Background: an optimization exercise with open tools, aiming at small area, a short achievable clock period and few clock cycles per item. Do not read the settings as production practice.
The RTL was checked by simulation tests, not by an equivalence proof against the original design.
Power figures rest on the tool's default switching activity, not on a simulated workload.

==> flow/design.v (excerpt) <==
module multi_64_33_9_10_16_3(clk, reset, s_data_in_x, s_valid_x, s_ready_x, m_data_out_y, m_valid_y, m_ready_y);
  input                       clk, reset, s_valid_x, m_ready_y;
  input signed [15:0]         s_data_in_x;
  output logic                s_ready_x, m_valid_y;
  output logic signed [15:0]  m_data_out_y;
  logic [5:0] cnt;               
  logic       acc_in;
  assign acc_in = s_valid_x & s_ready_x;
  logic signed [15:0] x_r;
  logic       v1;
  logic [5:0] i1;
  always_ff @(posedge clk) begin
    x_r <= s_data_in_x;
    i1  <= cnt;
    if (reset) begin
      cnt <= 6'd0;
      v1  <= 1'b0;
    end else begin
      v1  <= acc_in;
      if (acc_in) cnt <= cnt + 6'd1;
    end
  end
  logic signed [15:0] l1_in1;    
  always_ff @(posedge clk) l1_in1 <= x_r;
  logic signed [15:0] l1_d3;
  assign l1_d3 = (x_r <<< 1) + x_r;
  logic signed [15:0] l1_d5;
  assign l1_d5 = (x_r <<< 2) + x_r;
  logic signed [15:0] l1_d9;
  assign l1_d9 = (x_r <<< 3) + x_r;
  logic signed [15:0] l1_d17;
  assign l1_d17 = (x_r <<< 4) + x_r;
  logic signed [15:0] l1_d65;
  assign l1_d65 = (x_r <<< 6) + x_r;
  logic signed [15:0] l1_m3, l1_f3;
  assign l1_m3 = l1_d3;
  logic signed [15:0] l1_m9, l1_f9;
  assign l1_m9 = l1_d9;
  logic signed [15:0] l1_m13, l1_f13;
  assign l1_m13 = x_r + (l1_d3 <<< 2);
  logic signed [15:0] l1_m17, l1_f17;
  assign l1_m17 = l1_d17;
  logic signed [15:0] l1_m27, l1_f27;
  assign l1_m27 = (x_r <<< 5) - l1_d5;
  logic signed [15:0] l1_m37, l1_f37;
  assign l1_m37 = (x_r <<< 5) + l1_d5;
  logic signed [15:0] l1_m43, l1_f43;
  ...
export LEC_CHECK = 0
export ABC_CLOCK_PERIOD_IN_PS = 3000
export CAP_MARGIN = 20
export CORE_MARGIN = 2
export CORE_UTILIZATION = 55
export SLEW_MARGIN = 20
create_clock -name core_clock -period 10.0 [get_ports {clk}]
run.sh (not shown) runs the stock make flow with config.mk's settings and CLKGATE_MAP_FILE= SYNTH_SCRIPT=/design/flow/synth_recipe.tcl, a recipe that flattens the netlist after the stock synthesis.
Testbench counts at the start, summed over its fixed seeds: cycles 5,176, frames 80.
Rerun with:
--- a/flow/config.mk
+++ b/flow/config.mk
@@ -8 +7,0 @@
-export ABC_CLOCK_PERIOD_IN_PS = 3000
@@ -11 +10 @@
-export CORE_UTILIZATION = 55
+export CORE_UTILIZATION = 40
Outcome: Via count falls by a few percent. Die area rises by well over a third. Register-to-register slack improves by 0.02 ns. Design area rises slightly.

Setup of run D:
Another version of the RTL of multi_64_33_9_10_16_3 (not shown whole).
For scale: ~12000 cells after synthesis, ~38 I/O pins, about 110000 µm² of cells after synthesis.
Settings: LEC_CHECK=0, CAP_MARGIN=20, CORE_MARGIN=2, CORE_UTILIZATION=55, SLEW_MARGIN=20; clock period 10.0 ns.
standard.sh (not shown) runs the stock make flow with config.mk's settings and CLKGATE_MAP_FILE= SYNTH_SCRIPT=/design/flow/synth_recipe.tcl, a recipe that flattens the netlist after the stock synthesis.
==> flow/flow/run.sh <==
#!/bin/bash
set -euo pipefail
MARGIN=$(cat flow/margin.txt)
echo "running standard.sh with SETUP_SLACK_MARGIN=$MARGIN" > flow_run.log
bash standard.sh SETUP_SLACK_MARGIN=$MARGIN finish > standard_make.log 2>&1
echo "done" >> flow_run.log
==> flow/flow/margin.txt <==
6.0
Testbench counts of run D, summed over its fixed seeds: cycles 5,176, frames 80.
What run A does differently from run D at the input level:
# run D
export LEC_CHECK = 0
export CAP_MARGIN = 20
export CORE_MARGIN = 2
export CORE_UTILIZATION = 55
export SLEW_MARGIN = 20
create_clock -name core_clock -period 10.0 [get_ports {clk}]
# run A
export LEC_CHECK = 0
export CAP_MARGIN = 20
export CORE_MARGIN = 2
export CORE_UTILIZATION = 40
export SLEW_MARGIN = 20
create_clock -name core_clock -period 10.0 [get_ports {clk}]
==> flow/flow/margin.txt <==
6.6
--- outcome ---
Lower minimum period implied by the final worst setup slack was reported by run A, not run D. Between run A and run D, it is run A whose per-cell routed wire length is lower, by 3.0%. In the metrics for run A and run D, the one carrying the lower total length of routed met2 wires is run D. Run A against run D: share of the final layout cell area in sequential cells lower; core utilization went down by 11 points. Overall track demand over capacity in global routing came out lower on run A than on run D. Run A vs run D on final critical-path setup slack: run A is the higher one. The total detailed-routing wirelength in run A was higher than what run D gave. As of run A, total power had risen by more than 10% compared to run D. Run A vs run D — largest net degree at the start of global routing climbed by a little under 10%. On run A: critical path depth is 9 higher than what run D gave.

[static timing again, ports no longer ideal]
The flow's constraints put no driver on any port. The routed layouts listed below were extracted and timed again, unchanged, in two steps. Step 1 (the two cells are an assumption about what drives the block):
set clk [get_ports {clk}]
set_driving_cell -lib_cell sky130_fd_sc_hd__clkbuf_16 $clk
set_driving_cell -lib_cell sky130_fd_sc_hd__buf_2 [delete_from_list [all_inputs] $clk]
Step 2 also shifts input and output timing later by t, the mid clock arrival at the registers, as if the neighbouring blocks saw the same clock. Three values: ideal, step 1, step 2; two values: the first two.
run	shift t [ns]	setup slack, ns	clock arrival spread, ns
the first run of note 1	0.955	3.987 / 3.987 / 3.987	0.071 / 0.071
the second run of note 1	0.954	4.009 / 4.009 / 4.009	0.056 / 0.055
run D	0.936	5.963 / 5.963 / 5.282	0.039 / 0.039
run A	0.958	6.151 / 6.151 / 5.705	0.069 / 0.069
After both steps every run listed still meets setup and hold. The setup slack of run D, which loses most, moves by 0.000 ns with the drivers and by -0.681 ns with both steps.
